Background: an optimization exercise with open tools, aiming at small area. Do not read the settings as production practice. RTL that was checked went through simulation tests only; none was proved equivalent to the original. Only the layout flow was run in run 2; the RTL was not checked for function there. Power and IR drop assume default switching activity.

**flow/design.v**
```verilog
module events_to_apb (
  input   logic         clk,
  input   logic         reset,
  input   logic         event_a_i,
  input   logic         event_b_i,
  input   logic         event_c_i,
  output  logic         apb_psel_o,
  output  logic         apb_penable_o,
  output  logic [31:0]  apb_paddr_o,
  output  logic         apb_pwrite_o,
  output  logic [31:0]  apb_pwdata_o,
  input   logic         apb_pready_i
);
  localparam CNT_W = 16;
  logic sel_q;
  logic en_q;
  logic [1:0] src_q;
  logic a_pending, b_pending, c_pending;
  logic [CNT_W-1:0] a_events, b_events, c_events;
  logic [CNT_W-1:0] wdata;
  wire idle   = ~sel_q;
  wire setup  = sel_q & ~en_q;
  wire access = en_q;
  wire take_a = event_a_i;
  wire take_b = ~event_a_i & event_b_i;
  wire take_c = ~event_a_i & ~event_b_i & event_c_i;
  wire any_ev = event_a_i | event_b_i | event_c_i;
  wire tr_a = take_a | (~any_ev & a_pending);
  wire tr_b = take_b | (~any_ev & ~a_pending & b_pending);
  wire tr_c = take_c | (~any_ev & ~a_pending & ~b_pending & c_pending);
  wire start = any_ev | a_pending | b_pending | c_pending;
  wire src_a = (src_q == 2'd0);
  wire src_b = (src_q == 2'd1);
  wire src_c = (src_q == 2'd2);
  wire za = reset | (setup & src_a);
  wire zb = reset | (setup & src_b);
  wire zc = reset | (setup & src_c);
  wire ia = ~reset & take_a;
  wire ib = ~reset & take_b;
  wire ic = ~reset & take_c;
  logic [CNT_W-1:0] ta, tb, tc;
  logic [CNT_W-1:0] na, nb, nc;
  always_comb begin
    ta[0] = ia;
    tb[0] = ib;
    tc[0] = ic;
    for (int k = 1; k < CNT_W; k++) begin
      ta[k] = ta[k-1] & a_events[k-1];
      tb[k] = tb[k-1] & b_events[k-1];
      tc[k] = tc[k-1] & c_events[k-1];
    end
    na[0] = za ? ia : (a_events[0] ^ ia);
    nb[0] = zb ? ib : (b_events[0] ^ ib);
    nc[0] = zc ? ic : (c_events[0] ^ ic);
    for (int k = 1; k < CNT_W; k++) begin
      na[k] = ~za & (a_events[k] ^ ta[k]);
      nb[k] = ~zb & (b_events[k] ^ tb[k]);
      nc[k] = ~zc & (c_events[k] ^ tc[k]);
    end
  end
  wire ld    = ~reset & setup;
  wire la    = ld & src_a;
  wire lb    = ld & src_b;
  wire lc    = ld & src_c;
  wire hold  = ~reset & ~setup;
  wire [CNT_W-1:0] nw = ({CNT_W{la}} & a_events) | ({CNT_W{lb}} & b_events) |
                        ({CNT_W{lc}} & c_events) | ({CNT_W{hold}} & wdata);
  always_ff @(posedge clk) begin
    a_events <= na;
    b_events <= nb;
    c_events <= nc;
    wdata    <= nw;
  end
  always_ff @(posedge clk) begin
    if (reset) begin
      sel_q <= 1'b0;
      en_q  <= 1'b0;
    end else if (idle) begin
      sel_q <= start;
    end else if (setup) begin
      en_q  <= 1'b1;
    end else if (apb_pready_i) begin
      sel_q <= 1'b0;
      en_q  <= 1'b0;
    end
  end
  always_ff @(posedge clk) begin
    if (idle)
      src_q <= tr_b ? 2'd1 : (tr_c ? 2'd2 : 2'd0);
  end
  always_ff @(posedge clk) begin
    if (reset) begin
      a_pending <= 1'b0;
      b_pending <= 1'b0;
      c_pending <= 1'b0;
    end else if (idle) begin
      a_pending <= a_pending & ~tr_a;
      b_pending <= b_pending & ~tr_b;
      c_pending <= c_pending & ~tr_c;
    end else begin
      a_pending <= a_pending | take_a;
      b_pending <= b_pending | take_b;
      c_pending <= c_pending | take_c;
    end
  end
  assign apb_psel_o    = sel_q;
  assign apb_penable_o = en_q;
  assign apb_pwrite_o  = en_q;
  assign apb_pwdata_o  = {{(32-CNT_W){1'b0}}, wdata};
  always_comb begin
    if (!access)
      apb_paddr_o = 32'h0;
    else if (src_a)
      apb_paddr_o = 32'habba0000;
    else if (src_b)
      apb_paddr_o = 32'hbaff0000;
    else
      apb_paddr_o = 32'hcafe0000;
  end
endmodule
```
**flow/flow/run.sh**
```bash
#!/bin/bash
set -euo pipefail
export BUFFER_PORTS_ARGS="-buffer_cell sky130_fd_sc_hd__buf_1"
export CTS_ARGS="-sink_clustering_enable -repair_clock_nets -dont_use_dummy_load -buf_list {sky130_fd_sc_hd__clkbuf_4} -root_buf sky130_fd_sc_hd__clkbuf_4 -sink_clustering_size 30 -sink_clustering_max_diameter 100"
bash standard.sh finish > flow_make.log 2>&1
```
**flow/standard.sh**
```bash
#!/bin/bash
# synth_recipe.tcl (not shown) runs the flow's synth.tcl, then flattens the netlist and writes it again
# the make line also repeats each setting of config.mk as NAME=value (left out here)
make -C /OpenROAD-flow-scripts/flow DESIGN_CONFIG=/design/flow/config.mk WORK_HOME=/design/flow/orfs CLKGATE_MAP_FILE= SYNTH_SCRIPT=/design/flow/synth_recipe.tcl "${@:-finish}"
```
**flow/config.mk**
```make
export PLATFORM = sky130hd
export DESIGN_NAME = events_to_apb
export DESIGN_NICKNAME = events_to_apb
export VERILOG_FILES = /design/flow/design.v
export SDC_FILE = /design/flow/constraint.sdc
export NUM_CORES = 4
export LEC_CHECK = 0
export CAP_MARGIN = 20
export CORE_MARGIN = 2
export CORE_UTILIZATION = 40
export SLEW_MARGIN = 20
```
**flow/constraint.sdc**
```tcl
create_clock -name core_clock -period 5.0 [get_ports {clk}]
set_input_delay 1.0000 -clock core_clock [delete_from_list [all_inputs] [get_ports {clk}]]
set_output_delay 1.0000 -clock core_clock [all_outputs]
set_load 0.01 [all_outputs]
```
==> summary.md, run 1 <==
| Metric | Value |
|---|---|
| Status | no timing/DRC/antenna violations |
| CTS tree | yes |
| Die area | 9240 µm² |
| Clock Power Share | 27.2% |
| Minimum clock period | 4.32 ns |
| Vias per cell | 4.69 |
| First-pass GRT wire length | 8940 µm |
| Drt pass-1 iters | 4 |
| ANT cells | 0 |
| Share of layout cells above drive strength 1 | 5.19% |
| Avg WL per Cell | 12.1 µm |
| CTS H-tree lvls | 3 |
| Area of the multi-input gates | 1650 µm² |
| Post-synthesis cell area | 3390 µm² |
| Core area | 8220 µm² |
| Initial Util | 41.3% |
| NetSw | 0.000232 W |
| Critical Path Start Type | input pin |
| Post-DRT Antenna Nets | 0 |
| Req. time, crit path | 5.29 ns |
| Register area share after synthesis | 42.5% |
| Chip width | 96.1 µm |
| Clock latency (worst-skew pair) | 0.40 ns |
| Dpl hpwl | 4060 µm |
| GRT overflow | 0 |
| VDD IR-drop max | 0.110 mV |
| Register share of total power | 63.9% |
| Root buf cell | clkbuf_4 |
| WHS | 0.477 ns |
| Port Buffer Count | 39 |
| Transition time of the tightest slew-check pin | 0.829 ns |
| Die Y-Extent | 96.1 µm |
| Register area | 1440 µm² |
| Hold_buf cts | 0 |
| CP max FO | 9 |
| Num ports | 73 |
| RePlAce Congestion | 0.729 |
| Post-synth top area cell | dfxtp_1 |
| Total CTS buffers | 9 |
| Synth top area cells | dfxtp_1 (41%), ha_1 (17%), buf_4 (9.7%), and2_1 (8.3%), mux2i_1 (5.0%) |
| Post-synth top flop | dfxtp_1 |
| Yosys Warn Count | 1 |
| Post-CTS Setup Repair Bufs | 0 |
| Row count | 33 |
| F_max | 232 MHz |
| #FFs+latches synth | 71 |
| Power per cell area | 262 nW/µm² |
| Logic pwr share | 8.9% |
| Post-synth ARST share | 0% |
| Hold Path Class | flip-flop to flip-flop |
| EDFF count, synth | 2 |
| Global Route Usage Sum | 13.0% |
| Largest net degree at the start of global routing | 25 |
| Max Buffers Root-to-Sink | 2 |
| Residual DRC | 0 |
| Final hold viol count | 0 |
| Crit path capture type | flip-flop |
| Synth Instances | 321 |
| Leakage | 1.69 nW |
| Area growth syn-to-layout | 3.36% |
| Nets | 400 |
| Period utilization | 86.3% |
| Final setup fails | 0 |
| Initial drt markers | 74 |
| Sw Ratio | 25.3% |
| Relative slew slack | 44.7% |
| Total length of routed wires | 5480 µm |
| Vias | 2,121 |
| Cell variety after synth | 35 |
| Setup Skew | 0.0220 ns |
| Synth Area per Inst | 10.6 µm² |
| Yosys top cell area share | 40.7% |
| Worst EP arrival | 4.61 ns |
| Antenna violations before repair | 0 |
| PostCTS Resize Cnt | 0 |
| Sink Count | 71 |
| Pint | 0.000685 W |
| RSZ-0062 raised after global routing | false |
| Setup CP Type | input pin to flip-flop |
| Filler instances | 785 |
| Via count of the first global-routing pass | 1,910 |
| Max Cap Viol | 0 |
| CTS clk-pin slew, worst paths | 0.11 ns |
| Max Slew Vio Count | 0 |
| Fin Setup TNS | 0 ns |
layout make-up:
type,count,area share [%]
timing repair buffer,44,5.82
sequential,71,41.1
clock buffer,9,1.93
multi-input combinational,220,47.1
tap,105,3.75
inverter,3,0.321
layer usage:
layer / global-route usage [%] / wire (µm)
met5: 0 / 0
met2: 19.6 / 2450
met4: 5.00 / 97
met1: 16.9 / 2630
met3: 4.46 / 296
per-stage QoR:
stage	power (W)	cell area, µm²	cells	util, %	setup WS (ns)
after floorplan	0.000686	3510	353	-	0.479
after global placement	0.000678	3410	442	41.5	0.254
after detailed placement	0.000679	3410	442	41.5	0.246
after CTS	0.000930	3480	451	42.3	0.666
after global routing	0.000977	3510	452	42.7	0.518
final	0.000918	3510	452	42.7	0.683
state kept, by name, summed over array words and instances, names as in the netlist:
register   flops
wdata         16
en_q           1
sel_q          1
c_events      16
a_events      16
a_pending      1
b_pending      1
src_q          2
b_events      16
c_pending      1
path summary, 6_finish.rpt:
| kind | from | to | slack, ns | cells past startpoint |
|---|---|---|---|---|
| min | c_events[13] | wdata[13] | 0.48 | 1 |
| min reg2reg | c_events[13] | wdata[13] | 0.48 | 1 |
| max reg2reg | c_events[0] | c_events[15] | 1.58 | 17 |
| max | reset | c_events[15] | 0.68 | 20 |
power by group through the flow:
stage	combinational (W)	sequential, W	clock [W]
after floorplan	0.0000903	0.000596	0
after global placement	0.0000749	0.000603	0
after detailed placement	0.0000750	0.000604	0
after CTS	0.0000752	0.000591	0.000264
after global routing	0.0000929	0.000589	0.000295
final	0.0000814	0.000587	0.000250
worst max-delay path: stages:
cell and delay [ns]:
buf_1 0.32, buf_4 0.25, nor2_1 0.06, ha_1 0.18, ha_1 0.19, ha_1 0.18
ha_1 0.19, ha_1 0.19, ha_1 0.19, ha_1 0.18, ha_1 0.18, ha_1 0.18
ha_1 0.18, ha_1 0.18, ha_1 0.18, ha_1 0.19, ha_1 0.18, ha_1 0.19
xnor2_1 0.17, nor3_1 0.06
cells by family after synthesis:
| family | Yosys count | share of synthesized area [%] |
|---|---|---|
| AOI/OAI and AO/OA | 33 | 8.00 |
| xor gates and xnor gates | 3 | 0.774 |
| adders and majority gates | 45 | 16.6 |
| buffers and inverters | 62 | 12.4 |
| DFF | 71 | 42.5 |
| muxes | 17 | 5.01 |
| other | 1 | 0.111 |
| and+or+nand+nor | 89 | 14.6 |
layout by cell type, fill, tap and decap left out, types with 3 or more instances in the layout:
master    synthesis  routed
nor3_1            6       6
a221o_1          16      16
nor2_1           28      28
inv_1             3       3
conb_1            1      33
mux2i_1          17      17
and2_1           45      45
buf_4            44       4
dfxtp_1          69      69
a21oi_1           7       7
buf_1             1      39
ha_1             45      45
clkbuf_4          0       9
cell usage after synthesis (all sizes together) (2+ instances only):
master	n
dfxtp	69
buf	53
and2	45
ha	45
nor2	28
mux2i	17
a221o	16
a21oi	7
clkbuf	6
nor3	6
inv	3
a31o	2
a31oi	2
edfxtp	2
nor2b	2
xnor2	2
==> run 2: changes to the inputs <==
--- a/flow/design.v
+++ b/flow/design.v
@@ -54,7 +54,7 @@
     nc[0] = zc ? ic : (c_events[0] ^ ic);
     for (int k = 1; k < CNT_W; k++) begin
-      na[k] = ~za & (a_events[k] ^ ta[k]);
-      nb[k] = ~zb & (b_events[k] ^ tb[k]);
-      nc[k] = ~zc & (c_events[k] ^ tc[k]);
+      na[k] = (~za & a_events[k]) ^ (~za & ta[k]);
+      nb[k] = (~zb & b_events[k]) ^ (~zb & tb[k]);
+      nc[k] = (~zc & c_events[k]) ^ (~zc & tc[k]);
     end
   end
==> run 2 against run 1 <==
Against the previous run:
- via count grew 20%
- final cell count is 15% higher
- sequential share of layout area decreased by 0.72 points
- combinational power down 2%
==> summary.md, run 2 <==
| Metric | Value |
|---|---|
| Yosys Warn Count | 1 |
| F_max | 342 MHz |
| Dpl hpwl | 4840 µm |
| Row count | 34 |
| Max Slew Vio Count | 0 |
| Synth top area cells | dfxtp_1 (39%), buf_4 (9.9%), nor2_1 (5.3%), mux2i_1 (5.1%), xor2_1 (5.0%) |
| Minimum clock period | 2.92 ns |
| Initial drt markers | 125 |
| EDFF count, synth | 2 |
| PostCTS Resize Cnt | 0 |
| Critical Path Most Common Cell | nor2_1 |
| Avg WL per Cell | 12.4 µm |
| Vias | 2,539 |
| CP Buf/Inv Count | 1 |
| Post-synth top flop | dfxtp_1 |
| Worst EP arrival | 3.21 ns |
| Vias per cell | 4.86 |
| VDD IR-drop max | 0.0800 mV |
| First-pass GRT wire length | 11,000 µm |
| Post-synth top area cell | dfxtp_1 |
| Largest net degree at the start of global routing | 23 |
| Sink Count | 71 |
| Tot Pwr | 0.000915 W |
| CP peak stage delay | 0.62 ns |
| Most frequent cells in the layout | dfxtp_1 (69), nor2_1 (49), buf_1 (39) |
| Post-DRT Antenna Nets | 0 |
| Residual DRC | 0 |
| CTS tree | yes |
| Num ports | 73 |
| Root buf cell | clkbuf_4 |
| Post-synth ARST share | 0% |
| Most common cell after layout, fill and taps aside | dfxtp_1 |
| Top Family by Delay on Critical Path | simple AND/OR/NAND/NOR gates |
| Synth Area per Inst | 8.89 µm² |
| Post-CTS Setup Repair Bufs | 0 |
| Slowest CP cell | nor4_1 |
| CP max FO | 12 |
| Global Route Usage Sum | 14.2% |
| Hold Path Class | flip-flop to flip-flop |
| Area growth syn-to-layout | 1.93% |
| Period utilization | 58.5% |
| Total length of routed wires | 6500 µm |
| Transition time of the tightest slew-check pin | 0.671 ns |
| Chip width | 97.6 µm |
| Drt pass-1 iters | 4 |
| Via count of the first global-routing pass | 2,321 |
| Yosys top cell area share | 39.4% |
| Power per cell area | 256 nW/µm² |
| Nets | 425 |
| Req. time, crit path | 5.29 ns |
| Final setup fails | 0 |
| ANT cells | 0 |
| Antenna violations before repair | 0 |
| Share of layout cells above drive strength 1 | 5.56% |
| Initial Util | 40.8% |
| Post-synthesis cell area | 3500 µm² |
| Leading cell types by count after synthesis | dfxtp_1 (69), nor2_1 (49), buf_4 (46), o21ai_0 (25), xor2_1 (20) |
| CTS clk-pin slew, worst paths | 0.11 ns |
| Cell variety after synth | 44 |
| Final hold viol count | 0 |
| Synth Instances | 394 |
| Relative slew slack | 55.3% |
| Most frequent cell after synthesis | dfxtp_1 |
| Final core occ | 41.5% |
| Setup Skew | 0.0329 ns |
| CTS H-tree lvls | 3 |
| Clock latency (worst-skew pair) | 0.40 ns |
| Die Y-Extent | 97.6 µm |
| Max Buffers Root-to-Sink | 2 |
| Post-placement cell area | 3500 µm² |
| Max Cap Viol | 0 |
| CP cell instances | buf_1, nor2_1, nand2_1, nor2_1, ha_1, nand4_1, nor4_1, a211oi_1, a31o_2 |
| RePlAce Congestion | 0.799 |
| Port Buffer Count | 39 |
| Core area | 8590 µm² |
| GRT overflow | 0 |
| R2R Setup Slk | 2.88 ns |
| Leakage | 1.23 nW |
| Hold_buf cts | 0 |
| RSZ-0062 raised after global routing | false |
| Critical Path Start Type | input pin |
| Total CTS buffers | 9 |
| Register area share after synthesis | 41.2% |
| Crit path capture type | flip-flop |
| Setup CP Type | input pin to flip-flop |
| Die area | 9520 µm² |
| Fin Setup TNS | 0 ns |
| Status | no timing/DRC/antenna violations |
| Post-route cell area | 3570 µm² |
| Filler instances | 876 |
| #FFs+latches synth | 71 |
==> run 2: changes by cell type after synthesis, sizes merged, moves of 6 or more <==
cell,previous run,this run
nor2,28,49
nand3,0,15
a22oi,0,15
o21ai,1,25
xor2,1,20
and4,0,6
nand2,1,14
or3,1,7
nand4,0,12
xnor2,2,15
ha,45,3
a221o,16,1
and2,45,2
==> run 2: through the flow <==
step / instances / hold slack (ns) / setup slack, ns
5_1_grt: 522 / 0.533 / 1.89
6_report: 522 / 0.482 / 2.08
4_1_cts: 522 / 0.484 / 2.09
2_1_floorplan: 426 / 0.447 / 2.42
3_3_place_gp: 513 / 0.462 / 1.73
3_5_place_dp: 513 / 0.463 / 1.65
==> run 2: area by class of cell <==
type                       count  area (µm²)  area share (%)
clock buffer                   9        67.6            1.89
inverter                       8        30.0           0.841
multi-input combinational    285        1730            48.6
sequential                    71        1440            40.4
tap                          108         135            3.79
timing repair buffer          41         161            4.52
==> run 2: routing by layer <==
metal  track usage (%)  up-vias  wire, µm
met5                 0        -         0
met4              5.45        0        78
met3              3.88        7       217
met2              22.2       41      2950
met1              18.7     1161      3260
li1                  -     1330         -
==> run 2: report_power, final <==
group          internal (W)  switching (W)
clock             0.0000838       0.000168
combinational     0.0000234      0.0000566
sequential         0.000575     0.00000826
==> run 2: logic make-up after synthesis <==
kind of cell | share of synthesized area [%]
and+or+nand+nor | 20.5
AOI/OAI and AO/OA | 10.5
buffers and inverters | 12.8
muxes | 5.14
adders and majority gates | 1.07
other | 0.107
xor gates and xnor gates | 8.75
DFF | 41.2
==> run 2: path summary, 6_finish.rpt <==
check | from | endpoint | depth (start not counted)
max | event_a_i | c_events[15] | 9
min | c_pending | c_pending | 2
max reg2reg | c_events[0] | c_events[15] | 5
min reg2reg | c_pending | c_pending | 2
==> run 2: tightest hold or removal path, delay by kind of cell (launching register included) <==
kind | cells | cell delay, ns
DFF | 1 | 0.32
AOI/OAI and AO/OA | 1 | 0.06
buffers and inverters | 1 | 0.06
==> run 3: changes to the inputs <==
--- a/flow/design.v
+++ b/flow/design.v
@@ -54,7 +54,7 @@
     nc[0] = zc ? ic : (c_events[0] ^ ic);
     for (int k = 1; k < CNT_W; k++) begin
-      na[k] = (~za & a_events[k]) ^ (~za & ta[k]);
-      nb[k] = (~zb & b_events[k]) ^ (~zb & tb[k]);
-      nc[k] = (~zc & c_events[k]) ^ (~zc & tc[k]);
+      na[k] = ~za & (a_events[k] ^ ta[k]);
+      nb[k] = ~zb & (b_events[k] ^ tb[k]);
+      nc[k] = ~zc & (c_events[k] ^ tc[k]);
     end
   end
==> flow/flow/run.sh (replaced) <==
#!/bin/bash
# Layout flow: the standard ORFS flow with
#  - synthesis through synth_recipe.tcl with an area-oriented ABC script,
#  - sky130_fd_sc_hd__buf_1 as the port buffer cell,
#  - a clock tree built from clkbuf_4 cells, without dummy load cells.
# Each tool's log stays in orfs/logs/; make's own output goes to flow_make.log.
set -euo pipefail
W=$(pwd)
export OWN_WORK="$W"
export OWN_ABC_SCRIPT="$W/flow/abc_area.script"
export BUFFER_PORTS_ARGS="-buffer_cell sky130_fd_sc_hd__buf_1"
export CTS_ARGS="-sink_clustering_enable -repair_clock_nets -dont_use_dummy_load -buf_list {sky130_fd_sc_hd__clkbuf_4} -root_buf sky130_fd_sc_hd__clkbuf_4 -sink_clustering_size 30 -sink_clustering_max_diameter 100"
bash standard.sh SYNTH_SCRIPT="$W/flow/own_synth.tcl" finish > "$W/flow_make.log" 2>&1
==> flow/flow/abc_area.script (new file) <==
&get -n
&st
&syn2
&dch -f
&nf -R 1000
&put
topo
==> flow/flow/own_synth.tcl (new file) <==
# The standard synthesis (synth_recipe.tcl, unchanged), except that the
# ABC mapping step reads an area-oriented ABC script. Flip-flops are mapped
# before ABC runs, so the registers are the standard synthesis's.
proc abc {args} {
  set i [lsearch -exact $args -script]
  if {$i >= 0} {
    set args [lreplace $args [expr {$i + 1}] [expr {$i + 1}] $::env(OWN_ABC_SCRIPT)]
  }
  yosys abc {*}$args
}
source $::env(OWN_WORK)/synth_recipe.tcl
==> run 3 against run 2 <==
Against the previous run:
- register-to-register slack lost 1.4 ns
- routed wire length shrank 15%
- synthesized cell count shrank 22%
- sequential power is essentially flat
- core utilization grew 2.1 points
- count of clock-buffer cells in the layout is the same
- setup slack lost 1.3 ns
- sequential share of layout area grew 2.4 points
- final cell count shrank 14%
- area after synthesis shrank 9.3%
==> summary.md, run 3 <==
| Metric | Value |
|---|---|
| Most common cell after layout, fill and taps aside | dfxtp_1 |
| Clock Power Share | 27.9% |
| Core area | 7730 µm² |
| Slowest CP cell | buf_1 |
| Synth Area in Compound Gates | 7.40% |
| RePlAce Congestion | 0.750 |
| Transition time of the tightest slew-check pin | 0.984 ns |
| CP peak stage delay | 0.21 ns |
| Crit path capture type | flip-flop |
| Die Y-Extent | 93.1 µm |
| Synth Area in Adders | 17.7% |
| ANT cells | 0 |
| Relative slew slack | 33.9% |
| Initial drt markers | 148 |
| RSZ-0062 raised after global routing | false |
| Synth Area per Inst | 10.4 µm² |
| Post-CTS Setup Repair Bufs | 0 |
| Dpl hpwl | 4100 µm |
| Most frequent cells in the layout | dfxtp_1 (69), and2_0 (47), ha_1 (45) |
| Post-synthesis mux area share | 0% |
| Drt pass-1 iters | 5 |
| Global Route Usage Sum | 13.6% |
| Leading cell types by count after synthesis | dfxtp_1 (69), and2_0 (47), ha_1 (45), buf_4 (44), nand2_1 (36) |
| Leakage | 1.66 nW |
| Total length of routed wires | 5540 µm |
| Gr busiest metal | met2 |
| Initial Util | 41.1% |
| Chip width | 93.1 µm |
| CP max FO | 7 |
| Post-synth top area cell | dfxtp_1 |
| GRT overflow | 0 |
| Die area | 8670 µm² |
| Post-DRT Antenna Nets | 0 |
| Period utilization | 83.5% |
| Clock latency (worst-skew pair) | 0.40 ns |
| Post-synth ARST share | 0% |
| Share of layout cells above drive strength 1 | 4.89% |
| NetSw | 0.000229 W |
| Synth Instances | 306 |
| First-pass GRT wire length | 9150 µm |
| Sw Ratio | 25.3% |
| Num ports | 73 |
| Req. time, crit path | 5.29 ns |
| Met3 Track Usage GR | 5.40% |
| Largest net degree at the start of global routing | 19 |
| Most frequent cell after synthesis | dfxtp_1 |
| VDD IR-drop max | 0.157 mV |
| Hold_buf cts | 0 |
| Final hold viol count | 0 |
| Area growth syn-to-layout | 6.02% |
| PostCTS Resize Cnt | 0 |
| Pint | 0.000677 W |
| Sink Count | 71 |
| Nets | 401 |
| Logic pwr share | 7.8% |
| Synth top area cells | dfxtp_1 (43%), ha_1 (18%), buf_4 (10%), and2_0 (9.3%), a222oi_1 (5.0%) |
| Fin Setup TNS | 0 ns |
| Setup Skew | 0.0242 ns |
| Yosys Warn Count | 1 |
| F_max | 239 MHz |
| CTS H-tree lvls | 3 |
| #FFs+latches synth | 71 |
| Total CTS buffers | 9 |
| Met1 Track Usage GR | 17.2% |
| Top Family by Delay on Critical Path | adder cells |
| CP cell instances | buf_1, nor2b_1, nor2b_1, ha_1, ha_1, ha_1, ha_1, ha_1, ha_1, ha_1, ha_1, ha_1, ha_1, ha_1, ha_1, ha_1, ha_1, ha_1, xor2_1, and2_0 |
| Post-synth top flop | dfxtp_1 |
| Final setup fails | 0 |
| Max Cap Viol | 0 |
| Critical Path Start Type | input pin |
| Register area share after synthesis | 45.4% |
| EDFF count, synth | 2 |
| Max Buffers Root-to-Sink | 2 |
| Hold Path Class | flip-flop to flip-flop |
| CP Buf/Inv Count | 1 |
| CTS clk-pin slew, worst paths | 0.10 ns |
| Max Slew Vio Count | 0 |
| Residual DRC | 0 |
| GRT met2 Usage | 21.7% |
| Setup CP Type | input pin to flip-flop |
| Minimum clock period | 4.18 ns |
| Root buf cell | clkbuf_4 |
| Vias per cell | 4.65 |
| Critical Path Most Common Cell | ha_1 |
| Tot Pwr | 0.000906 W |
| Register share of total power | 64.4% |
| Worst EP arrival | 4.47 ns |
| Avg WL per Cell | 12.3 µm |
| Power per cell area | 269 nW/µm² |
| Filler instances | 759 |
| Post-synthesis cell area | 3180 µm² |
| Via count of the first global-routing pass | 1,965 |
| Largest family of logic cells by synthesized area | simple AND/OR/NAND/NOR gates |
| Row count | 32 |
| Port Buffer Count | 39 |
| CTS tree | yes |
| Antenna violations before repair | 0 |
| Cell variety after synth | 23 |
| Simple-gate portion of the synthesized area | 18.1% |
| Status | no timing/DRC/antenna violations |
| Post-Synth XOR/XNOR Area | 0.827% |
| Yosys top cell area share | 43.5% |
| Vias | 2,094 |
[run 3: cell types whose count changed after synthesis, sizes merged, moves of 9 or more]
cell / before / now
buf: 53 / 44
xor2: 20 / 2
and2: 2 / 47
o21ai: 25 / 1
nand4: 12 / 0
nand3: 15 / 0
nand2: 14 / 36
mux2i: 18 / 0
a22oi: 15 / 0
nor2: 49 / 16
clkbuf: 9 / 0
ha: 3 / 45
a222oi: 0 / 16
xnor2: 15 / 1
[run 3: cells by family (layout without fill, tap and decap cells)]
kind of cell,after synthesis,after routing
other,1,33
buffers and inverters,45,55
AO/OA/AOI/OAI,27,27
XOR/XNOR,3,3
flip-flops,71,71
adder cells (fa/ha/maj),45,45
AND/OR/NAND/NOR,114,114
[run 3: metrics by stage]
step | util (%) | cells | instance area (µm²) | hold slack, ns | setup WS (ns)
floorplan | - | 338 | 3300 | 0.422 | 0.776
global placement | 42.6 | 440 | 3290 | 0.435 | 0.421
detailed placement | 42.7 | 441 | 3300 | 0.451 | 0.400
CTS | 43.6 | 450 | 3370 | 0.444 | 0.823
global route | 43.6 | 450 | 3370 | 0.473 | 0.650
finish | 43.6 | 450 | 3370 | 0.447 | 0.823
[run 3: tightest hold or removal path: stages (launching register included)]
cell,delay (ns)
dfxtp_1,0.32
nand2_1,0.06
nand2_1,0.04
[run 3: worst paths after layout]
kind / from / endpoint / slack (ns) / depth (start not counted)
setup / recovery: event_a_i / b_events[15] / 0.82 / 20
hold / removal: b_events[2] / wdata[2] / 0.45 / 2
setup reg to reg: a_events[0] / a_events[15] / 1.50 / 17
hold reg to reg: b_events[2] / wdata[2] / 0.45 / 2
[run 3: routing by layer]
metal / share of wire [%] / wire, µm / vias to the layer above
met2: 46 / 2530 / 60
met4: 1.1 / 62 / 0
met5: 0 / 0 / -
li1: - / - / 1072
met3: 5.1 / 284 / 6
met1: 48 / 2650 / 956
[run 3: cell type report]
| class | count | area, µm² | area share (%) |
|---|---|---|---|
| clock buffer | 9 | 67.6 | 2.01 |
| inverter | 1 | 3.75 | 0.111 |
| multi-input combinational | 222 | 1530 | 45.5 |
| sequential | 71 | 1440 | 42.8 |
| tap | 102 | 128 | 3.79 |
| timing repair buffer | 45 | 195 | 5.79 |
[run 3: power by group through the flow]
stage          sequential, W  combinational (W)  clock, W
3_3_place_gp        0.000597          0.0000709         0
3_5_place_dp        0.000597          0.0000716         0
5_1_grt             0.000585          0.0000802  0.000283
6_report            0.000583          0.0000704  0.000252
2_1_floorplan       0.000595          0.0000714         0
4_1_cts             0.000584          0.0000715  0.000262
==> run 4: changes to the inputs <==
==> flow/design.v (replaced) <==
module events_to_apb (
  input   logic         clk,
  input   logic         reset,
  input   logic         event_a_i,
  input   logic         event_b_i,
  input   logic         event_c_i,
  output  logic         apb_psel_o,
  output  logic         apb_penable_o,
  output  logic [31:0]  apb_paddr_o,
  output  logic         apb_pwrite_o,
  output  logic [31:0]  apb_pwdata_o,
  input   logic         apb_pready_i
);
  localparam CNT_W = 16;
  logic sa, sb, sc;
  logic acc_q;
  logic a_pending, b_pending, c_pending;
  logic [CNT_W-1:0] a_events, b_events, c_events;
  logic [CNT_W-1:0] wdata;
  wire busy  = sa | sb | sc;
  wire idle  = ~busy;
  wire take_a = event_a_i;
  wire take_b = ~event_a_i & event_b_i;
  wire take_c = ~event_a_i & ~event_b_i & event_c_i;
  wire any_ev = event_a_i | event_b_i | event_c_i;
  wire tr_a = take_a | (~any_ev & a_pending);
  wire tr_b = take_b | (~any_ev & ~a_pending & b_pending);
  wire tr_c = take_c | (~any_ev & ~a_pending & ~b_pending & c_pending);
  wire set_a = sa & ~acc_q;
  wire set_b = sb & ~acc_q;
  wire set_c = sc & ~acc_q;
  wire za = reset | set_a;
  wire zb = reset | set_b;
  wire zc = reset | set_c;
  wire ia = ~reset & take_a;
  wire ib = ~reset & take_b;
  wire ic = ~reset & take_c;
  logic [CNT_W-1:0] ta, tb, tc;
  logic [CNT_W-1:0] na, nb, nc;
  always_comb begin
    ta[0] = ia;
    tb[0] = ib;
    tc[0] = ic;
    for (int k = 1; k < CNT_W; k++) begin
      ta[k] = ta[k-1] & a_events[k-1];
      tb[k] = tb[k-1] & b_events[k-1];
      tc[k] = tc[k-1] & c_events[k-1];
    end
    na[0] = za ? ia : (a_events[0] ^ ia);
    nb[0] = zb ? ib : (b_events[0] ^ ib);
    nc[0] = zc ? ic : (c_events[0] ^ ic);
    for (int k = 1; k < CNT_W; k++) begin
      na[k] = ~za & (a_events[k] ^ ta[k]);
      nb[k] = ~zb & (b_events[k] ^ tb[k]);
      nc[k] = ~zc & (c_events[k] ^ tc[k]);
    end
  end
  wire la    = ~reset & set_a;
  wire lb    = ~reset & set_b;
  wire lc    = ~reset & set_c;
  wire hold  = ~reset & ~(set_a | set_b | set_c);
  wire [CNT_W-1:0] nw = ({CNT_W{la}} & a_events) | ({CNT_W{lb}} & b_events) |
                        ({CNT_W{lc}} & c_events) | ({CNT_W{hold}} & wdata);
  always_ff @(posedge clk) begin
    a_events <= na;
    b_events <= nb;
    c_events <= nc;
    wdata    <= nw;
  end
  wire done = acc_q & apb_pready_i;
  always_ff @(posedge clk) begin
    if (reset) begin
      sa    <= 1'b0;
      sb    <= 1'b0;
      sc    <= 1'b0;
      acc_q <= 1'b0;
    end else if (idle) begin
      sa    <= tr_a;
      sb    <= tr_b;
      sc    <= tr_c;
    end else begin
      sa    <= sa & ~done;
      sb    <= sb & ~done;
      sc    <= sc & ~done;
      acc_q <= ~done;
    end
  end
  always_ff @(posedge clk) begin
    if (reset) begin
      a_pending <= 1'b0;
      b_pending <= 1'b0;
      c_pending <= 1'b0;
    end else begin
      a_pending <= (a_pending & ~set_a) | (busy & take_a);
      b_pending <= (b_pending & ~set_b) | (busy & take_b);
      c_pending <= (c_pending & ~set_c) | (busy & take_c);
    end
  end
  assign apb_psel_o    = busy;
  assign apb_penable_o = acc_q;
  assign apb_pwrite_o  = acc_q;
  assign apb_pwdata_o  = {{(32-CNT_W){1'b0}}, wdata};
  always_comb begin
    if (!acc_q)
      apb_paddr_o = 32'h0;
    else if (sa)
      apb_paddr_o = 32'habba0000;
    else if (sb)
      apb_paddr_o = 32'hbaff0000;
    else
      apb_paddr_o = 32'hcafe0000;
  end
endmodule
--- a/flow/flow/run.sh
+++ b/flow/flow/run.sh
@@ -11,3 +11,4 @@
 export BUFFER_PORTS_ARGS="-buffer_cell sky130_fd_sc_hd__buf_1"
 export CTS_ARGS="-sink_clustering_enable -repair_clock_nets -dont_use_dummy_load -buf_list {sky130_fd_sc_hd__clkbuf_4} -root_buf sky130_fd_sc_hd__clkbuf_4 -sink_clustering_size 30 -sink_clustering_max_diameter 100"
+export SKIP_REPAIR_TIE_FANOUT=1
 bash standard.sh SYNTH_SCRIPT="$W/flow/own_synth.tcl" finish > "$W/flow_make.log" 2>&1
==> run 4 against run 3 <==
Against the previous run:
- via count fell by 4.6%
- clock power fell by 2%
- core utilization fell by 1.8 points
- critical path depth fell by 1
- synthesized cell count fell by 2.9%
- cell area fell by 4.7%
- power rose by 4.8%
- worst hold slack improved by 0.0049 ns
- flip-flop and latch count did not move
- register-to-register slack got worse by 0.02 ns
- combinational power rose by 46%
- clock skew rose by 0.0072 ns
- highest routed layer unchanged
==> summary.md, run 4 <==
| Metric | Value |
|---|---|
| Initial drt markers | 83 |
| Most frequent cell after synthesis | dfxtp_1 |
| Setup Skew | 0.0314 ns |
| Post-placement cell area | 3140 µm² |
| Cell variety after synth | 21 |
| Most common cell after layout, fill and taps aside | dfxtp_1 |
| #FFs+latches synth | 71 |
| Hold path start | wdata[2] |
| Post-synth top area cell | dfxtp_1 |
| Root buf cell | clkbuf_4 |
| CTS tree | yes |
| Register area | 1420 µm² |
| Max Buffers Root-to-Sink | 2 |
| Final setup fails | 0 |
| Slowest CP cell | ha_1 |
| Post-route cell area | 3210 µm² |
| Post-DRT Antenna Nets | 0 |
| Share of layout cells above drive strength 1 | 4.90% |
| Setup CP Type | input pin to flip-flop |
| Minimum clock period | 4.10 ns |
| Crit path capture type | flip-flop |
| RePlAce Congestion | 0.711 |
| ANT cells | 0 |
| Yosys top cell area share | 45.0% |
| Hold_buf cts | 0 |
| EDFF count, synth | 0 |
| Synth Instances | 297 |
| Synth top area cells | dfxtp_1 (45%), ha_1 (18%), buf_4 (10%), and2_0 (9.3%), a222oi_1 (5.1%) |
| Clock Power Share | 25.9% |
| GRT overflow | 0 |
| Status | no timing/DRC/antenna violations |
| Largest net degree at the start of global routing | 34 |
| Worst EP arrival | 4.40 ns |
| CP max FO | 5 |
| Period utilization | 82.1% |
| CP cell instances | buf_1, nor3b_1, ha_1, ha_1, ha_1, ha_1, ha_1, ha_1, ha_1, ha_1, ha_1, ha_1, ha_1, ha_1, ha_1, ha_1, ha_1, xor2_1, and2_0 |
| Crit path launch | event_b_i |
| Avg WL per Cell | 13.5 µm |
| Global Route Usage Sum | 14.0% |
| Filler instances | 776 |
| Register area share after synthesis | 45.0% |
| Vias | 1,997 |
| Num ports | 73 |
| Area growth syn-to-layout | 1.66% |
| Synth Area per Inst | 10.6 µm² |
| Post-CTS Setup Repair Bufs | 0 |
| Critical Path Most Common Cell | ha_1 |
| Residual DRC | 0 |
| Vias per cell | 4.89 |
| Yosys Warn Count | 1 |
| Sw Ratio | 27.4% |
| WHS Path Cells | 2 |
| Most frequent cells in the layout | dfxtp_1 (71), and2_0 (47), ha_1 (45) |
| Worst reg2reg path depth | 17 |
| CP peak stage delay | 0.20 ns |
| Core area | 7690 µm² |
| Power per cell area | 296 nW/µm² |
| Chip width | 92.9 µm |
| Die area | 8620 µm² |
| Logic pwr share | 10.8% |
| CTS clk-pin slew, worst paths | 0.10 ns |
| Via count of the first global-routing pass | 1,978 |
| F_max | 244 MHz |
| Die Y-Extent | 92.9 µm |
| Leakage | 1.44 nW |
| Transition time of the tightest slew-check pin | 0.908 ns |
| Final hold viol count | 0 |
| Fin Setup TNS | 0 ns |
| CTS H-tree lvls | 3 |
| Row count | 32 |
| Post-synth top flop | dfxtp_1 |
| NetSw | 0.000260 W |
| Post-synth ARST share | 0% |
| Nets | 359 |
| Drt pass-1 iters | 5 |
| Initial Util | 41.1% |
| Relative slew slack | 39.5% |
| Reg-to-reg critical path startpoint | b_events[0] |
| Total CTS buffers | 9 |
| Clock latency (worst-skew pair) | 0.39 ns |
| Register share of total power | 63.3% |
| Area of the multi-input gates | 1400 µm² |
| Post-synthesis cell area | 3160 µm² |
| Max Cap Viol | 0 |
| Max Slew Vio Count | 0 |
| Leading cell types by count after synthesis | dfxtp_1 (71), and2_0 (47), ha_1 (45), buf_4 (44), nand2_1 (18) |
| Port Buffer Count | 39 |
| VDD IR-drop max | 0.0859 mV |
| Antenna violations before repair | 0 |
| RSZ-0062 raised after global routing | false |
| Req. time, crit path | 5.30 ns |
| PostCTS Resize Cnt | 0 |
| Hold Path Class | flip-flop to flip-flop |
| Sink Count | 71 |
| Dpl hpwl | 3890 µm |
| Critical Path Start Type | input pin |
| First-pass GRT wire length | 9250 µm |
| Pint | 0.000689 W |
| Final core occ | 41.8% |
| Total length of routed wires | 5520 µm |
-- run 4: cell count changes after synthesis, moves of 2 or more --
cell,previous run,this run
a21oi_1,4,9
dfxtp_1,69,71
edfxtp_1,2,0
mux2_1,0,3
nand2_1,36,18
nor2_1,16,8
nor2b_1,5,1
nor3_1,7,3
nor3b_1,0,2
o21ai_0,1,17
-- run 4: routing by layer --
| layer | part of all wire [%] | wire length [µm] | track usage (%) |
|---|---|---|---|
| met3 | 3.3 | 180 | 3.58 |
| met2 | 49 | 2690 | 22.9 |
| met4 | 2.2 | 121 | 7.35 |
| met1 | 46 | 2530 | 16.9 |
| met5 | 0 | 0 | 0 |
-- run 4: area by class of cell --
cell class | instances | share of cell area (%)
Timing Repair Buffer | 44 | 5.73
Clock buffer | 9 | 2.10
Sequential cell | 71 | 44.3
Tap cell | 102 | 3.97
Inverter | 2 | 0.234
Multi-Input combinational cell | 180 | 43.7
-- run 4: path summary, 6_finish.rpt --
check                           slack (ns)      endpoint
worst min register to register        0.45      wdata[2]
worst max-delay path                  0.90  b_events[15]
worst max register to register        1.48  b_events[15]
worst min-delay path                  0.45      wdata[2]
-- run 4: metrics by stage --
stage | instances | hold WS [ns] | power, W | setup WS (ns)
final | 408 | 0.452 | 0.000950 | 0.897
after detailed placement | 399 | 0.443 | 0.000718 | 0.460
after global routing | 408 | 0.495 | 0.00100 | 0.713
after floorplan | 297 | 0.450 | 0.000706 | 0.877
after CTS | 408 | 0.458 | 0.000966 | 0.897
after global placement | 399 | 0.433 | 0.000716 | 0.490
-- run 4: kinds of logic after synthesis --
logic type	Yosys count	share of synthesized area, %
compound gates	46	10.3
xor+xnor	3	0.832
fa+ha+maj	45	17.8
buf+inv	46	10.7
flops	71	45.0
mux	3	1.07
other cells	1	0.119
simple gates	82	14.2
-- run 4: power groups by stage --
stage	combinational, W	sequential [W]	clock, W
after floorplan	0.0000994	0.000607	0
after global placement	0.000103	0.000613	0
after detailed placement	0.000104	0.000614	0
after CTS	0.000104	0.000601	0.000261
after global routing	0.000117	0.000604	0.000283
final	0.000103	0.000601	0.000246
-- run 4: worst max-delay path, delay by kind of cell --
kind / cells / cell delay, ns
adders and majority gates: 15 / 2.79
xor gates and xnor gates: 1 / 0.16
and+or+nand+nor: 2 / 0.32
buffers and inverters: 1 / 0.13
==> run 5: changes to the inputs <==
--- a/flow/flow/run.sh
+++ b/flow/flow/run.sh
@@ -11,4 +11,3 @@
 export BUFFER_PORTS_ARGS="-buffer_cell sky130_fd_sc_hd__buf_1"
 export CTS_ARGS="-sink_clustering_enable -repair_clock_nets -dont_use_dummy_load -buf_list {sky130_fd_sc_hd__clkbuf_4} -root_buf sky130_fd_sc_hd__clkbuf_4 -sink_clustering_size 30 -sink_clustering_max_diameter 100"
-export SKIP_REPAIR_TIE_FANOUT=1
 bash standard.sh SYNTH_SCRIPT="$W/flow/own_synth.tcl" finish > "$W/flow_make.log" 2>&1
==> run 5 against run 4 <==
Against the previous run:
- still clean
- power rose by 0.65%
- final cell count is 7.4% higher
- sequential power is essentially flat
- flip-flop and latch count unchanged
- critical path depth stayed put
- critical path type unchanged
- critical endpoint is now c_events[15]
- highest routed layer unchanged
==> summary.md, run 5 <==
| Metric | Value |
|---|---|
| Status | no timing/DRC/antenna violations |
| Synth Instances | 297 |
| Max Slew Vio Count | 0 |
| Max Cap Viol | 0 |
| Final WS setup | 0.690 ns |
| Most common cell after layout, fill and taps aside | dfxtp_1 |
| Via count of the first global-routing pass | 1,907 |
| Sink Count | 71 |
| Setup CP Type | input pin to flip-flop |
| Area of the multi-input gates | 1520 µm² |
| PostCTS Resize Cnt | 0 |
| Relative slew slack | 35.9% |
| #FFs+latches synth | 71 |
| Vias per cell | 4.78 |
| Post-synthesis cell area | 3160 µm² |
| Transition time of the tightest slew-check pin | 0.961 ns |
| Port Buffer Count | 39 |
| Synth top area cells | dfxtp_1 (45%), ha_1 (18%), buf_4 (10%), and2_0 (9.3%), a222oi_1 (5.1%) |
| Row count | 32 |
| Worst EP arrival | 4.62 ns |
| Leakage | 1.53 nW |
| VDD IR-drop max | 0.130 mV |
| Yosys Warn Count | 1 |
| First-pass GRT wire length | 9010 µm |
| RePlAce Congestion | 0.777 |
| RSZ-0062 raised after global routing | false |
| Setup Skew | 0.0223 ns |
| Req. time, crit path | 5.31 ns |
| Post-DRT Antenna Nets | 0 |
| EDFF count, synth | 0 |
| Cells after DPL | 429 |
| Critical Path Most Common Cell | ha_1 |
| Post-synth ARST share | 0% |
| CP peak stage delay | 0.37 ns |
| Crit path capture type | flip-flop |
| CTS tree | yes |
| CP cell instances | buf_1, nor4b_1, ha_1, ha_1, ha_1, ha_1, ha_1, ha_1, ha_1, ha_1, ha_1, ha_1, ha_1, ha_1, ha_1, ha_1, ha_1, xor2_1, and2_0 |
| Post-synth top flop | dfxtp_1 |
| Die Y-Extent | 92.9 µm |
| Filler instances | 760 |
| Drt pass-1 iters | 5 |
| Chip width | 92.9 µm |
| Register area | 1420 µm² |
| Final setup fails | 0 |
| Clock latency (worst-skew pair) | 0.40 ns |
| GRT overflow | 0 |
| Root buf cell | clkbuf_4 |
| Post-synth top area cell | dfxtp_1 |
| Hold_buf cts | 0 |
| Initial Util | 41.1% |
| Cell variety after synth | 21 |
| Power per cell area | 288 nW/µm² |
| Synth Area per Inst | 10.6 µm² |
| Vias | 2,092 |
| Leading cell types by count after synthesis | dfxtp_1 (71), and2_0 (47), ha_1 (45), buf_4 (44), nand2_1 (18) |
| Initial drt markers | 127 |
| Minimum clock period | 4.31 ns |
| Fin Setup TNS | 0 ns |
| Final hold viol count | 0 |
| Period utilization | 86.2% |
| Yosys top cell area share | 45.0% |
| Slowest CP cell | buf_1 |
| Total length of routed wires | 5610 µm |
| Nets | 389 |
| Dpl hpwl | 3980 µm |
| Area growth syn-to-layout | 4.99% |
| Critical Path Start Type | input pin |
| Die area | 8620 µm² |
| Post-route insts no fill | 438 |
| CP max FO | 12 |
| F_max | 232 MHz |
| WHS | 0.456 ns |
| Most frequent cells in the layout | dfxtp_1 (71), and2_0 (47), ha_1 (45) |
| Num ports | 73 |
| Hold Path Class | flip-flop to flip-flop |
| Avg WL per Cell | 12.8 µm |
| Total CTS buffers | 9 |
| Dpl ws | 0.244 ns |
| CTS H-tree lvls | 3 |
| Core area | 7690 µm² |
| Post-CTS Setup Repair Bufs | 0 |
| Share of layout cells above drive strength 1 | 3.87% |
| Register area share after synthesis | 45.0% |
| Max Buffers Root-to-Sink | 2 |
| Antenna violations before repair | 0 |
| ANT cells | 0 |
| CTS clk-pin slew, worst paths | 0.10 ns |
| Largest net degree at the start of global routing | 24 |
| Global Route Usage Sum | 13.6% |
| Residual DRC | 0 |
| Most frequent cell after synthesis | dfxtp_1 |
## run 5: changes by cell type in the layout (fill, tap and decap cells not counted)
cell,change
conb_1,+32
buf_4,-2
## run 5: where the power goes
| part | leakage, nW | switching (W) | internal (W) |
|---|---|---|---|
| sequential | 0.574 | 0.0000247 | 0.000576 |
| clock | 0.0414 | 0.000170 | 0.0000837 |
| combinational | 0.918 | 0.0000731 | 0.0000285 |
## run 5: layout make-up
| class | instances | share of cell area [%] |
|---|---|---|
| inverter | 2 | 0.226 |
| timing repair buffer | 42 | 5.09 |
| multi-input combinational | 212 | 45.9 |
| clock buffer | 9 | 2.04 |
| sequential | 71 | 42.9 |
| tap | 102 | 3.85 |
## run 5: logic make-up after synthesis
logic type / share of synthesized area (%)
buffers and inverters: 10.7
AO/OA/AOI/OAI: 10.3
other: 0.119
AND/OR/NAND/NOR: 14.2
flip-flops: 45.0
multiplexers: 1.07
XOR/XNOR: 0.832
adder cells (fa/ha/maj): 17.8
## run 5: worst paths after layout
path | end | cells past startpoint | slack [ns] | from
worst max-delay path | c_events[15] | 19 | 0.69 | reset
worst min-delay path | wdata[11] | 2 | 0.46 | wdata[11]
worst max register to register | c_events[15] | 17 | 1.51 | c_events[0]
worst min register to register | wdata[11] | 2 | 0.46 | wdata[11]
## run 5: per-layer routing
layer	GRT usage, %	wire (µm)	vias to the layer above
met5	0	0	-
met4	7.35	100	0
met3	3.09	265	8
met2	22.3	2730	58
met1	16.6	2520	963
li1	-	-	1063
## run 5: worst max-delay path: cells and delay by family
family	cells	cell delay, ns
simple gates	2	0.31
buf+inv	1	0.37
fa+ha+maj	15	2.78
xor+xnor	1	0.15
## run 5: per-stage QoR
stage          cell area, µm²  power, W  util [%]
6_report                 3320  0.000956      43.1
3_3_place_gp             3250  0.000716      42.2
2_1_floorplan            3280  0.000706         -
5_1_grt                  3320   0.00101      43.1
4_1_cts                  3320  0.000975      43.1
3_5_place_dp             3250  0.000718      42.3
==> run 6: changes to the inputs <==
--- a/flow/flow/run.sh
+++ b/flow/flow/run.sh
@@ -11,3 +11,4 @@
 export BUFFER_PORTS_ARGS="-buffer_cell sky130_fd_sc_hd__buf_1"
 export CTS_ARGS="-sink_clustering_enable -repair_clock_nets -dont_use_dummy_load -buf_list {sky130_fd_sc_hd__clkbuf_4} -root_buf sky130_fd_sc_hd__clkbuf_4 -sink_clustering_size 30 -sink_clustering_max_diameter 100"
-bash standard.sh SYNTH_SCRIPT="$W/flow/own_synth.tcl" finish > "$W/flow_make.log" 2>&1
+export SKIP_REPAIR_TIE_FANOUT=1
+bash standard.sh SYNTH_SCRIPT="$W/flow/own_synth.tcl" ADDER_MAP_FILE= finish > "$W/flow_make.log" 2>&1
--- a/flow/config.mk
+++ b/flow/config.mk
@@ -8,4 +8,4 @@
 export CAP_MARGIN = 20
 export CORE_MARGIN = 2
-export CORE_UTILIZATION = 40
+export CORE_UTILIZATION = 65
 export SLEW_MARGIN = 20
==> run 6 against run 5 <==
Against the previous run:
- worst hold slack worse by 0.015 ns
- flip-flop and latch count unchanged
- first-iteration DRC count up 97%
- core utilization increased by 24 points
- area after synthesis is 6.1% lower
- largest cell class is now flip-flops and latches
- die area decreased by 41%
- largest power group unchanged
==> summary.md, run 6 <==
| Metric | Value |
|---|---|
| Max Cap Viol | 0 |
| WHS Path Cells | 2 |
| Core area | 4380 µm² |
| Port Buffer Count | 39 |
| Post-DRT Antenna Nets | 0 |
| Transition time of the tightest slew-check pin | 0.974 ns |
| Drt pass-1 iters | 8 |
| Crit path launch | reset |
| Area of the multi-input gates | 1210 µm² |
| Dpl hpwl | 4150 µm |
| GRT overflow | 0 |
| Antenna violations before repair | 0 |
| Worst reg2reg path depth | 8 |
| EDFF count, synth | 0 |
| Total length of routed wires | 5770 µm |
| #FFs+latches synth | 71 |
| Largest net degree at the start of global routing | 34 |
| Initial drt markers | 250 |
| CTS tree | yes |
| Area growth syn-to-layout | -1.22% |
| Power per cell area | 322 nW/µm² |
| Synth top area cells | dfxtp_1 (48%), buf_4 (11%), a21oi_1 (7.1%), a222oi_1 (5.4%), nand2_1 (5.1%) |
| Die Y-Extent | 71.6 µm |
| Req. time, crit path | 5.30 ns |
| Reg-to-reg critical path startpoint | c_events[0] |
| Hold Path Class | flip-flop to flip-flop |
| Synth Area per Inst | 8.75 µm² |
| RePlAce Congestion | 0.885 |
| Clock latency (worst-skew pair) | 0.42 ns |
| Worst EP arrival | 3.82 ns |
| PostCTS Resize Cnt | 0 |
| Post-synth top area cell | dfxtp_1 |
| Setup Skew | 0.0257 ns |
| Max Slew Vio Count | 0 |
| Yosys top cell area share | 47.9% |
| NetSw | 0.000258 W |
| Vias per cell | 5.77 |
| Crit path capture type | flip-flop |
| ANT cells | 0 |
| Final setup fails | 0 |
| Die area | 5120 µm² |
| Yosys Warn Count | 1 |
| Clock Power Share | 26.8% |
| Status | no timing/DRC/antenna violations |
| Vias | 2,290 |
| Most frequent cells in the layout | dfxtp_1 (71), a21oi_1 (42), nand2_1 (40) |
| Global Route Usage Sum | 24.5% |
| VDD IR-drop max | 0.209 mV |
| Period utilization | 70.3% |
| Leakage | 1.16 nW |
| Leading cell types by count after synthesis | dfxtp_1 (71), buf_4 (44), a21oi_1 (42), nand2_1 (40), nor3_1 (25) |
| Critical Path Start Type | input pin |
| Met3 Track Usage GR | 9.85% |
| Hold_buf cts | 0 |
| CTS clk-pin slew, worst paths | 0.10 ns |
| Met1 Track Usage GR | 34.9% |
| Filler instances | 386 |
| Minimum clock period | 3.52 ns |
| Post-synthesis cell area | 2970 µm² |
| Post-synth top flop | dfxtp_1 |
| Most frequent cell after synthesis | dfxtp_1 |
| Synth Instances | 339 |
| RSZ-0062 raised after global routing | false |
| Crit Reg-Reg Endpoint | c_events[15] |
| Total CTS buffers | 9 |
| Row count | 24 |
| Gr busiest metal | met1 |
| Hold Path Sink | wdata[4] |
| Initial Util | 67.7% |
| First-pass GRT wire length | 9590 µm |
| Setup CP Type | input pin to flip-flop |
| GRT met2 Usage | 33.3% |
| Cell variety after synth | 24 |
| Pint | 0.000687 W |
| Nets | 353 |
| R2R Setup Slk | 2.73 ns |
| Avg WL per Cell | 14.5 µm |
| Post-synth ARST share | 0% |
| Post-CTS Setup Repair Bufs | 0 |
| F_max | 284 MHz |
| Register area share after synthesis | 47.9% |
| Most common cell after layout, fill and taps aside | dfxtp_1 |
| CTS H-tree lvls | 3 |
| Root buf cell | clkbuf_4 |
| Register share of total power | 62.3% |
| Share of layout cells above drive strength 1 | 3.19% |
| Final hold viol count | 0 |
| Register area | 1420 µm² |
| Chip width | 71.6 µm |
| CP max FO | 16 |
| Sw Ratio | 27.3% |
| Max Buffers Root-to-Sink | 2 |
| WHS | 0.440 ns |
| Fin Setup TNS | 0 ns |
| Sink Count | 71 |
| Via count of the first global-routing pass | 2,033 |
| Num ports | 73 |
| Hold path start | a_events[4] |
| Residual DRC | 0 |
| Relative slew slack | 35.0% |
| Logic pwr share | 10.9% |
## run 6: area by class of cell
type / count / area share, %
Inverter: 1 / 0.128
Timing Repair Buffer: 41 / 5.51
Multi-Input combinational cell: 223 / 41.4
Sequential cell: 71 / 48.5
Clock buffer: 9 / 2.30
Tap cell: 52 / 2.22
## run 6: cell families (layout without fill, tap and decap cells)
kind of cell	after synthesis	count (layout)	synth area share, %
AND/OR/NAND/NOR	131	131	21.7
AO/OA/AOI/OAI	87	87	17.8
flip-flops	71	71	47.9
XOR/XNOR	4	4	1.18
buffers and inverters	45	51	11.3
other	1	1	0.126
## run 6: worst max path at each step
stage | endpoint | slack [ns] | cells past startpoint
global placement | c_events[15] | 1.19 | 11
detailed placement | c_events[15] | 1.08 | 11
floorplan | c_events[15] | 1.70 | 9
global route | c_events[15] | 1.15 | 11
finish | c_events[15] | 1.48 | 11
CTS | c_events[15] | 1.55 | 11
## run 6: power groups by stage
stage               sequential, W  combinational [W]  clock [W]
floorplan                0.000600           0.000105          0
global placement         0.000602           0.000102          0
detailed placement       0.000602           0.000102          0
CTS                      0.000589           0.000103   0.000261
global route             0.000591           0.000115   0.000287
finish                   0.000589           0.000103   0.000253
## run 6: per-layer routing
layer / wire length, µm / part of all wire, %
met3: 401 / 7.0
met4: 67 / 1.2
met5: 0 / 0
met2: 2340 / 41
met1: 2960 / 51
## run 6: worst max-delay path: stages
cell	delay, ns
buf_1	0.07
buf_4	0.17
nor4b_1	0.69
and3_1	0.34
nand2_1	0.12
nor3_1	0.47
and4_1	0.35
and4_1	0.31
nand3_1	0.11
xor2_1	0.13
nor2_1	0.05
## run 6: metrics by stage
step | power [W] | std cells | cell area [µm²] | utilization, % | worst slack, ns
2_1_floorplan | 0.000705 | 339 | 2970 | - | 1.70
3_3_place_gp | 0.000704 | 388 | 2860 | 65.3 | 1.19
3_5_place_dp | 0.000704 | 388 | 2860 | 65.3 | 1.08
4_1_cts | 0.000953 | 397 | 2930 | 66.9 | 1.55
5_1_grt | 0.000993 | 397 | 2930 | 66.9 | 1.15
6_report | 0.000945 | 397 | 2930 | 66.9 | 1.48
==> run 7: changes to the inputs <==
--- a/flow/design.v
+++ b/flow/design.v
@@ -13,10 +13,13 @@
 );
   localparam CNT_W = 16;
-  logic sa, sb, sc;
+  logic [1:0] src_q;
   logic acc_q;
   logic a_pending, b_pending, c_pending;
   logic [CNT_W-1:0] a_events, b_events, c_events;
   logic [CNT_W-1:0] wdata;
-  wire busy  = sa | sb | sc;
+  wire busy  = src_q[1] | src_q[0];
+  wire sa = src_q[1] & src_q[0];
+  wire sb = ~src_q[1] & src_q[0];
+  wire sc = src_q[1] & ~src_q[0];
   wire idle  = ~busy;
   wire take_a = event_a_i;
@@ -71,17 +74,13 @@
   always_ff @(posedge clk) begin
     if (reset) begin
-      sa    <= 1'b0;
-      sb    <= 1'b0;
-      sc    <= 1'b0;
+      src_q <= 2'b00;
       acc_q <= 1'b0;
     end else if (idle) begin
-      sa    <= tr_a;
-      sb    <= tr_b;
-      sc    <= tr_c;
+      src_q <= tr_a ? 2'b11 : tr_b ? 2'b01 : tr_c ? 2'b10 : 2'b00;
+    end else if (done) begin
+      src_q <= 2'b00;
+      acc_q <= 1'b0;
     end else begin
-      sa    <= sa & ~done;
-      sb    <= sb & ~done;
-      sc    <= sc & ~done;
-      acc_q <= ~done;
+      acc_q <= 1'b1;
     end
   end
==> flow/flow/abc_area.script (replaced) <==
&get -n
&st
&dch -f
&nf -R 1000 -p
&put
topo
==> run 7 against run 6 <==
Against the previous run:
- sequential share of layout area down 0.52 points
- non-clock buffer count grew 2
- first-iteration DRC count is 13% higher
- maximum frequency is 5.5% lower
- largest cell class unchanged
- largest power group unchanged
- sequential power decreased by 1%
- critical endpoint is now b_events[15]
- clock skew decreased by 0.0011 ns
- combinational power is 4% higher
- cell area is 0.34% lower
- worst hold slack worse by 0.0021 ns
- still clean on timing, DRC and antenna
- area after synthesis down 0.84%
- critical path depth grew 3
- setup slack got worse by 0.20 ns
==> summary.md, run 7 <==
| Metric | Value |
|---|---|
| Root buf cell | clkbuf_4 |
| Post-CTS Setup Repair Bufs | 0 |
| Most frequent cells in the layout | dfxtp_1 (70), nand2_1 (39), buf_1 (39) |
| CTS tree | yes |
| Post-synth ARST share | 0% |
| #FFs+latches synth | 70 |
| CTS clk-pin slew, worst paths | 0.10 ns |
| RePlAce Congestion | 0.797 |
| Hold_buf cts | 0 |
| Largest net degree at the start of global routing | 34 |
| Clock latency (worst-skew pair) | 0.38 ns |
| Synth Instances | 336 |
| Yosys Warn Count | 1 |
| Die Y-Extent | 71.3 µm |
| Share of layout cells above drive strength 1 | 3.78% |
| GRT overflow | 0 |
| Antenna violations before repair | 0 |
| Port Buffer Count | 39 |
| Final hold viol count | 0 |
| Transition time of the tightest slew-check pin | 0.735 ns |
| Yosys top cell area share | 47.6% |
| Crit path capture type | flip-flop |
| Avg WL per Cell | 13.9 µm |
| Core area | 4350 µm² |
| Post-synthesis cell area | 2940 µm² |
| Area growth syn-to-layout | -0.723% |
| Row count | 24 |
| Area of the multi-input gates | 1200 µm² |
| Minimum clock period | 3.72 ns |
| Total CTS buffers | 9 |
| Synth top area cells | dfxtp_1 (48%), buf_4 (11%), a21oi_1 (5.4%), a222oi_1 (5.4%), nand2_1 (5.0%) |
| Global Route Usage Sum | 23.5% |
| PostCTS Resize Cnt | 0 |
| Die area | 5080 µm² |
| Final setup fails | 0 |
| Dpl hpwl | 3780 µm |
| Leakage | 1.16 nW |
| Vias per cell | 5.69 |
| Leading cell types by count after synthesis | dfxtp_1 (70), buf_4 (44), nand2_1 (39), a21oi_1 (32), nor2_1 (30) |
| Status | no timing/DRC/antenna violations |
| First-pass GRT wire length | 9250 µm |
| VDD IR-drop max | 0.243 mV |
| Worst EP arrival | 3.99 ns |
| Critical Path Start Type | input pin |
| Max Slew Vio Count | 0 |
| CP max FO | 8 |
| Dpl ws | 0.920 ns |
| EDFF count, synth | 0 |
| Final WS setup | 1.28 ns |
| Num ports | 73 |
| Relative slew slack | 50.8% |
| Power per cell area | 319 nW/µm² |
| Nets | 352 |
| Initial drt markers | 282 |
| Post-DRT Antenna Nets | 0 |
| Post-placement cell area | 2850 µm² |
| Sink Count | 70 |
| Fin Setup TNS | 0 ns |
| Setup Skew | 0.0246 ns |
| Cell variety after synth | 27 |
| Filler instances | 361 |
| CTS H-tree lvls | 3 |
| Setup CP Type | input pin to flip-flop |
| Chip width | 71.3 µm |
| Most common cell after layout, fill and taps aside | dfxtp_1 |
| Req. time, crit path | 5.27 ns |
| Initial Util | 67.6% |
| Drt pass-1 iters | 5 |
| Register area | 1400 µm² |
| Max Buffers Root-to-Sink | 2 |
| Post-synth top area cell | dfxtp_1 |
| Max Cap Viol | 0 |
| Total length of routed wires | 5490 µm |
| F_max | 269 MHz |
| Residual DRC | 0 |
| ANT cells | 0 |
| Via count of the first global-routing pass | 1,947 |
| Post-route cell area | 2920 µm² |
| Register area share after synthesis | 47.6% |
| Synth Area per Inst | 8.76 µm² |
| Post-synth top flop | dfxtp_1 |
| RSZ-0062 raised after global routing | false |
| Period utilization | 74.4% |
| Hold Path Class | flip-flop to flip-flop |
| Final core occ | 67.1% |
| Most frequent cell after synthesis | dfxtp_1 |
| Vias | 2,255 |
-- run 7: through the flow --
stage,instances,total power (W),hold slack (ns)
2_1_floorplan,336,0.000696,0.443
3_3_place_gp,387,0.000700,0.421
3_5_place_dp,387,0.000701,0.428
4_1_cts,396,0.000941,0.443
5_1_grt,396,0.000976,0.459
6_report,396,0.000931,0.438
-- run 7: power by group --
group | switching [W] | total [W] | leakage [nW] | internal [W]
clock network | 0.000159 | 0.000243 | 0.0414 | 0.0000838
logic | 0.0000778 | 0.000107 | 0.549 | 0.0000291
registers | 0.0000143 | 0.000581 | 0.566 | 0.000566
-- run 7: final cells by class --
class                   count  share of cell area (%)
flip-flops and latches     70                    48.0
multi-input cells         220                    41.2
repair buffers             43                    6.04
clock buffers               9                    2.31
well taps                  52                    2.23
inverters                   2                   0.257
-- run 7: final timing paths --
path | from | cells past startpoint | endpoint | slack (ns)
max | event_a_i | 14 | b_events[15] | 1.28
max reg2reg | a_events[0] | 11 | a_events[15] | 2.14
min | wdata[0] | 2 | wdata[0] | 0.44
min reg2reg | wdata[0] | 2 | wdata[0] | 0.44
-- run 7: per-layer routing --
layer | up-vias | global-route usage, % | wire length (µm)
met1 | 996 | 32.6 | 2740
met5 | - | 0 | 0
li1 | 1172 | - | -
met3 | 10 | 3.94 | 347
met4 | 0 | 11.3 | 78
met2 | 77 | 35.7 | 2330
-- run 7: cell families after synthesis --
logic type             synth area share [%]
AND/OR/NAND/NOR                        22.5
flip-flops                             47.6
AO/OA/AOI/OAI                          15.9
buffers and inverters                  11.5
XOR/XNOR                               2.38
other                                 0.127
-- run 7: critical path: stages --
cell and delay (ns):
buf_1 0.15, nor2b_1 0.17, nor2b_1 0.31, and3_1 0.24, and2_0 0.25, and3_1 0.22
and2_0 0.25, and3_1 0.22, and2_0 0.23, and3_1 0.22, and2_0 0.24, and3_1 0.26
and3_1 0.17, nor3_1 0.04
==> run 8: changes to the inputs <==
--- a/flow/config.mk
+++ b/flow/config.mk
@@ -9,3 +9,4 @@
 export CORE_MARGIN = 2
 export CORE_UTILIZATION = 65
+export GPL_TIMING_DRIVEN = 0
 export SLEW_MARGIN = 20
==> run 8 against run 7 <==
Against the previous run:
- still clean
- count of clock-buffer cells in the layout is the same
- maximum frequency shrank 1.6%
- via count grew 9.6%
==> summary.md, run 8 <==
| Metric | Value |
|---|---|
| RePlAce Congestion | 0.810 |
| Final core occ | 74.5% |
| Most frequent cell after synthesis | dfxtp_1 |
| NetSw | 0.000268 W |
| Initial drt markers | 274 |
| Total length of routed wires | 5910 µm |
| Power per cell area | 301 nW/µm² |
| Most frequent cells in the layout | dfxtp_1 (70), buf_4 (44), nand2_1 (39), buf_1 (39), a21oi_1 (32) |
| CP cell instances | buf_1, nor2b_1, and3_1, and2_0, and3_1, and2_0, and3_1, and2_0, and3_1, and2_0, and3_1, and3_1, nor3_1 |
| Via count of the first global-routing pass | 2,094 |
| WHS Path Cells | 2 |
| Met1 Track Usage GR | 31.5% |
| Fin Setup TNS | 0 ns |
| Final hold viol count | 0 |
| Most common cell after layout, fill and taps aside | dfxtp_1 |
| Vias | 2,472 |
| Yosys top cell area share | 47.6% |
| CP max FO | 16 |
| Req. time, crit path | 5.34 ns |
| Vias per cell | 5.66 |
| Max Buffers Root-to-Sink | 2 |
| Port Buffer Count | 39 |
| Global Route Usage Sum | 24.3% |
| Leakage | 1.38 nW |
| Synth Instances | 336 |
| Post-synth top area cell | dfxtp_1 |
| Initial Util | 67.6% |
| RSZ-0062 raised after global routing | false |
| Avg WL per Cell | 13.5 µm |
| Filler instances | 344 |
| Antenna violations before repair | 0 |
| Final WS setup | 1.22 ns |
| Post-CTS Setup Repair Bufs | 0 |
| Die area | 5080 µm² |
| Final setup fails | 0 |
| Clock latency (worst-skew pair) | 0.41 ns |
| Critical Path Start Type | input pin |
| Drt pass-1 iters | 8 |
| Worst reg2reg path depth | 11 |
| Gr busiest metal | met2 |
| Cell variety after synth | 27 |
| Setup CP Type | input pin to flip-flop |
| CTS tree | yes |
| Pint | 0.000710 W |
| F_max | 264 MHz |
| Register area share after synthesis | 47.6% |
| Slowest CP cell | buf_1 |
| Sw Ratio | 27.4% |
| Status | no timing/DRC/antenna violations |
| Register share of total power | 59.5% |
| Crit path capture type | flip-flop |
| CP peak stage delay | 0.50 ns |
| Tot Pwr | 0.000978 W |
| Num ports | 73 |
| Hold Path Class | flip-flop to flip-flop |
| CTS H-tree lvls | 3 |
| Minimum clock period | 3.78 ns |
| Worst EP arrival | 4.12 ns |
| #FFs+latches synth | 70 |
| Residual DRC | 0 |
| Root buf cell | clkbuf_4 |
| Max Slew Vio Count | 0 |
| EDFF count, synth | 0 |
| Share of layout cells above drive strength 1 | 15.1% |
| Leading cell types by count after synthesis | dfxtp_1 (70), buf_4 (44), nand2_1 (39), a21oi_1 (32), nor2_1 (30) |
| Dpl hpwl | 4080 µm |
| Synth Area per Inst | 8.76 µm² |
| Period utilization | 75.6% |
| First-pass GRT wire length | 9660 µm |
| Total CTS buffers | 9 |
| Synth top area cells | dfxtp_1 (48%), buf_4 (11%), a21oi_1 (5.4%), a222oi_1 (5.4%), nand2_1 (5.0%) |
[run 8: per-stage QoR]
| step | hold slack (ns) | instances | instance area [µm²] |
|---|---|---|---|
| after detailed placement | 0.428 | 428 | 3170 |
| after global placement | 0.421 | 427 | 3150 |
| after floorplan | 0.443 | 336 | 2940 |
| final | 0.437 | 437 | 3250 |
| after global routing | 0.458 | 437 | 3250 |
| after CTS | 0.441 | 437 | 3240 |
[run 8: power groups by stage]
stage                     clock network (W)  logic (W)  registers (W)
after floorplan                           0   0.000105       0.000591
after global placement                    0   0.000139       0.000593
after detailed placement                  0   0.000143       0.000594
after CTS                          0.000254   0.000143       0.000581
after global routing               0.000270   0.000160       0.000585
final                              0.000252   0.000144       0.000581
[run 8: final timing paths]
| path | startpoint | slack (ns) | endpoint |
|---|---|---|---|
| hold reg to reg | wdata[13] | 0.44 | wdata[13] |
| setup reg to reg | a_events[0] | 2.01 | a_events[15] |
| setup / recovery | reset | 1.22 | b_events[15] |
| hold / removal | wdata[13] | 0.44 | wdata[13] |
[run 8: logic make-up after synthesis]
logic type	share of synthesized area, %
compound gates	15.9
other cells	0.127
xor+xnor	2.38
flops	47.6
simple gates	22.5
buf+inv	11.5
[run 8: critical path, delay by kind of cell]
family	cells	cell delay [ns]
buffers and inverters	1	0.50
and+or+nand+nor	12	2.62
[run 8: cell type report]
type                       count  area share, %
clock buffer                   9           2.08
sequential                    70           43.2
multi-input combinational    220           37.5
timing repair buffer          40           4.86
tap                           52           2.00
inverter                       2          0.231
buffer                        44           10.2
[run 8: per-layer routing]
metal | wire length [µm] | vias to the layer above | part of all wire, %
li1 | - | 1249 | -
met5 | 0 | - | 0
met1 | 2670 | 1116 | 45
met2 | 2690 | 95 | 45
met3 | 444 | 12 | 7.5
met4 | 114 | 0 | 1.9

Re-timed with assumed drivers on the ports (clkbuf_16 on the clock, buf_2 on other inputs), run 8 has 1.216 ns of setup slack against 1.218 ns with ideal ports, and 0.786 ns once port delays also move by the mid clock arrival of 0.430 ns.
